This design comes from an exercise in tuning for small area and a short achievable clock period on the open sky130 flow, not from production work.
Where RTL was checked, it was by simulation tests only, not by an equivalence proof against the original.
The clock port is modelled as an ideal driver, which makes a skipped or thinned clock tree look cheaper than it is; a real chip needs a root buffer or a tree.
Power is estimated from default activity; no workload was simulated.

== v6 ==
## FIFO
module FIFO(
	input [7:0] DATA_IN,
	input READ, WRITE, CLEAR_N, RESET_N, CLOCK,
	output reg [7:0] DATA_OUT,
	output reg [4:0] USE_DW,
	output reg F_FULL_N, F_EMPTY_N
);
Size: ~740 cells after synthesis, roughly 330 flip-flops, ~12000 um2 of cells after synthesis.
Settings: LEC_CHECK=0, CAP_MARGIN=20, CORE_MARGIN=2, CORE_UTILIZATION=60, CTS_BUF_LIST=sky130_fd_sc_hd__clkbuf_8, CTS_CLUSTER_DIAMETER=60, CTS_CLUSTER_SIZE=18, SETUP_SLACK_MARGIN=1.2, SLEW_MARGIN=20; clock period 2.5 ns.
standard.sh (not shown) runs the stock make flow with config.mk's settings and CLKGATE_MAP_FILE= SYNTH_SCRIPT=/design/flow/synth_recipe.tcl, a recipe that flattens the netlist after the stock synthesis.
==> flow/flow/run.sh <==
#!/bin/bash
# Standard ORFS layout, except that the clock tree is built by manual_cts.tcl:
# a two-level inverter tree (one root inverter, one leaf inverter per cluster
# of flip-flops) in place of TritonCTS's buffer tree.
set -euo pipefail
here=$(cd "$(dirname "$0")" && pwd)
export PRE_CTS_TCL="$here/manual_cts.tcl"
bash standard.sh > standard.log 2>&1
Other scripts of this flow, unchanged in this note and not shown: flow/flow/manual_cts.tcl
Edits applied to the flow inputs when going from v6 to v7:
- a change of SETUP_SLACK_MARGIN from 1.2 to 1.0
### Flow results
Across v6 and v7, none had a timing, DRC or antenna violation.
Summary of v7 over v6: largest net degree at the start of global routing shows an increase of 17, leakage power total shows a reduction of 0.33 nW, number of nets in the finished design shows a reduction of about 5.4%.
Function was not checked in any run of this note: the RTL went through the layout flow alone. No run of this note takes its clock network from TritonCTS; it comes from the design's own scripts or RTL.

---

run a:
FIFO, a different RTL version from the one above (not shown whole).
Size: roughly 720 cells after synthesis, ~330 flip-flops, about 0.012 sq mm of cells after synthesis.
==> flow/config.mk <==
export PLATFORM = sky130hd
export DESIGN_NAME = FIFO
export DESIGN_NICKNAME = FIFO
export VERILOG_FILES = /design/flow/design.v
export SDC_FILE = /design/flow/constraint.sdc
export NUM_CORES = 4
export LEC_CHECK = 0
export CAP_MARGIN = 20
export CORE_MARGIN = 2
export CORE_UTILIZATION = 60
export CTS_BUF_LIST = sky130_fd_sc_hd__clkbuf_8
export CTS_CLUSTER_DIAMETER = 60
export CTS_CLUSTER_SIZE = 18
export SETUP_SLACK_MARGIN = 1.0
export SLEW_MARGIN = 20
==> flow/constraint.sdc <==
create_clock -name core_clock -period 2.5 [get_ports {CLOCK}]
set_input_delay 0.5000 -clock core_clock [delete_from_list [all_inputs] [get_ports {CLOCK}]]
set_output_delay 0.5000 -clock core_clock [all_outputs]
set_load 0.01 [all_outputs]
==> flow/flow/run.sh <==
#!/bin/bash
# Standard ORFS layout, except that the clock tree is built by manual_cts.tcl:
# a two-level inverter tree (one root inverter, one leaf inverter per cluster
# of flip-flops) in place of TritonCTS's buffer tree.
set -euo pipefail
here=$(cd "$(dirname "$0")" && pwd)
export PRE_CTS_TCL="$here/manual_cts.tcl"
export BUFFER_PORTS_ARGS="-buffer_cell sky130_fd_sc_hd__buf_2"
bash standard.sh > standard.log 2>&1
Other scripts of this flow, unchanged in this note and not shown: flow/flow/manual_cts.tcl
#### Input delta (run b over run a)
Settings: a change of SETUP_SLACK_MARGIN from 1.0 to 1.3.
--- a/flow/flow/run.sh
+++ b/flow/flow/run.sh
@@ -8 +7,0 @@
-export BUFFER_PORTS_ARGS="-buffer_cell sky130_fd_sc_hd__buf_2"
## What came out
Per the comparison of run b with run a, number of antenna cells inserted now larger; area occupied by multi-input gates went up; first-iteration DRC count has increased.
No run of this note takes its clock network from TritonCTS; it comes from the design's own scripts or RTL.

---

== lane 1 ==
The RTL this note starts from:
==> flow/design.v <==
module FIFO(
	input [7:0] DATA_IN,
	input READ, WRITE, CLEAR_N, RESET_N, CLOCK,
	output reg [7:0] DATA_OUT,
	output reg [4:0] USE_DW,
	output reg F_FULL_N, F_EMPTY_N
);
reg [255:0] sr;       
reg [7:0]   rd;       
wire rst = ~(RESET_N & CLEAR_N);
wire shift = WRITE & (READ | F_FULL_N);
always @(posedge CLOCK)
	if (shift)
		sr <= {sr[247:0], DATA_IN};
wire [7:0] oldest [0:31];
genvar s;
generate
	for (s = 0; s < 32; s = s + 1) begin : g_rot
		assign oldest[s] = sr[8*((s+31)%32) +: 8];
	end
endgenerate
always @(posedge CLOCK)
	rd <= oldest[USE_DW];
always @(posedge CLOCK)
	if (~F_EMPTY_N & WRITE & READ)
		DATA_OUT <= DATA_IN;
	else
		DATA_OUT <= rd;
wire inc = WRITE & ~READ & F_FULL_N;
wire dec = READ & ~WRITE & F_EMPTY_N;
always @(posedge CLOCK)
	if (rst) begin
		USE_DW    <= 5'd0;
		F_FULL_N  <= 1'b1;
		F_EMPTY_N <= 1'b0;
	end else if (inc) begin
		USE_DW    <= USE_DW + 5'd1;
		F_FULL_N  <= ~(USE_DW == 5'd31);
		F_EMPTY_N <= 1'b1;
	end else if (dec) begin
		USE_DW    <= USE_DW - 5'd1;
		F_FULL_N  <= 1'b1;
		F_EMPTY_N <= ~(USE_DW == 5'd1 && F_FULL_N);
	end
endmodule
Settings: LEC_CHECK=0, CAP_MARGIN=20, CORE_MARGIN=2, CORE_UTILIZATION=40, SETUP_SLACK_MARGIN=1.2, SLEW_MARGIN=20; clock period 2.5 ns.
run.sh (not shown) runs the stock make flow with config.mk's settings and CLKGATE_MAP_FILE= SYNTH_SCRIPT=/design/flow/synth_recipe.tcl, a recipe that flattens the netlist after the stock synthesis.
Stock flow here: none of the scripts above is used.
The following lists how lane 4 was set up differently from lane 1:
-- flow/config.mk --
<<< lane 1, line 11
export SETUP_SLACK_MARGIN = 1.2
>>> lane 4, line 11
export SETUP_SLACK_MARGIN = 0.8
Notes after the runs:
For sequential power, lane 4 and lane 1 come out practically identical.
For the share of the core filled with cells in the final layout, lane 4 came in 6.3 points lower than lane 1 did.
Looking at power, lane 4 sits 0.15 mW higher than lane 1 does.
Diff lane 1..lane 4 | overflow left after global routing | negligible
Minimum clock period delta for lane 4 relative to lane 1: 0.055 ns lower
Between lane 4 and lane 1, the area of all sequential standard cells does not differ in any meaningful way.
Note that the areal power density over the cells recorded for lane 1 amounts to 0.876 times the value seen in lane 4.
Taking lane 1 as the reference, in lane 4 routed wire length went down 8.7%, highest attainable clock frequency went up about 2.6%, via count went down 577.

separate check: timing with driven ports:
In the flow no input, the clock included, has a driving cell. The finished layouts below were timed again as built, in two steps.
Step 1 assumes that a clkbuf_16 drives the clock port and a buf_2 every other input.
Step 2 also shifts input and output timing later by t, the mid clock arrival at the registers, as if the neighbouring blocks saw the same clock.
Three values: ideal ports, drivers, drivers and shift; two values: the first two.
| run | shift t [ns] | setup slack, ns | worst data-port slew with drivers (ns) | pins driven straight from the clock port |
|---|---|---|---|---|
| v6 | 0.286 | 0.869 / 0.989 / 0.703 | 0.05 | 3 |
| v7 | 0.294 | 0.869 / 0.727 / 0.688 | 0.06 | 3 |
| run a | 0.300 | 0.950 / 0.996 / 0.770 | 0.06 | 3 |
| run b | 0.299 | 0.975 / 1.034 / 0.800 | 0.05 | 3 |
| lane 1 | 0.587 | 0.308 / 0.308 / 0.308 | 0.03 | 1 |
| lane 4 | 0.599 | 0.363 / 0.363 / 0.313 | 0.03 | 1 |
After both steps setup and hold are still met in every run listed. The setup slack of v7, which loses most, moves by -0.142 ns with the drivers and by -0.181 ns with both steps.
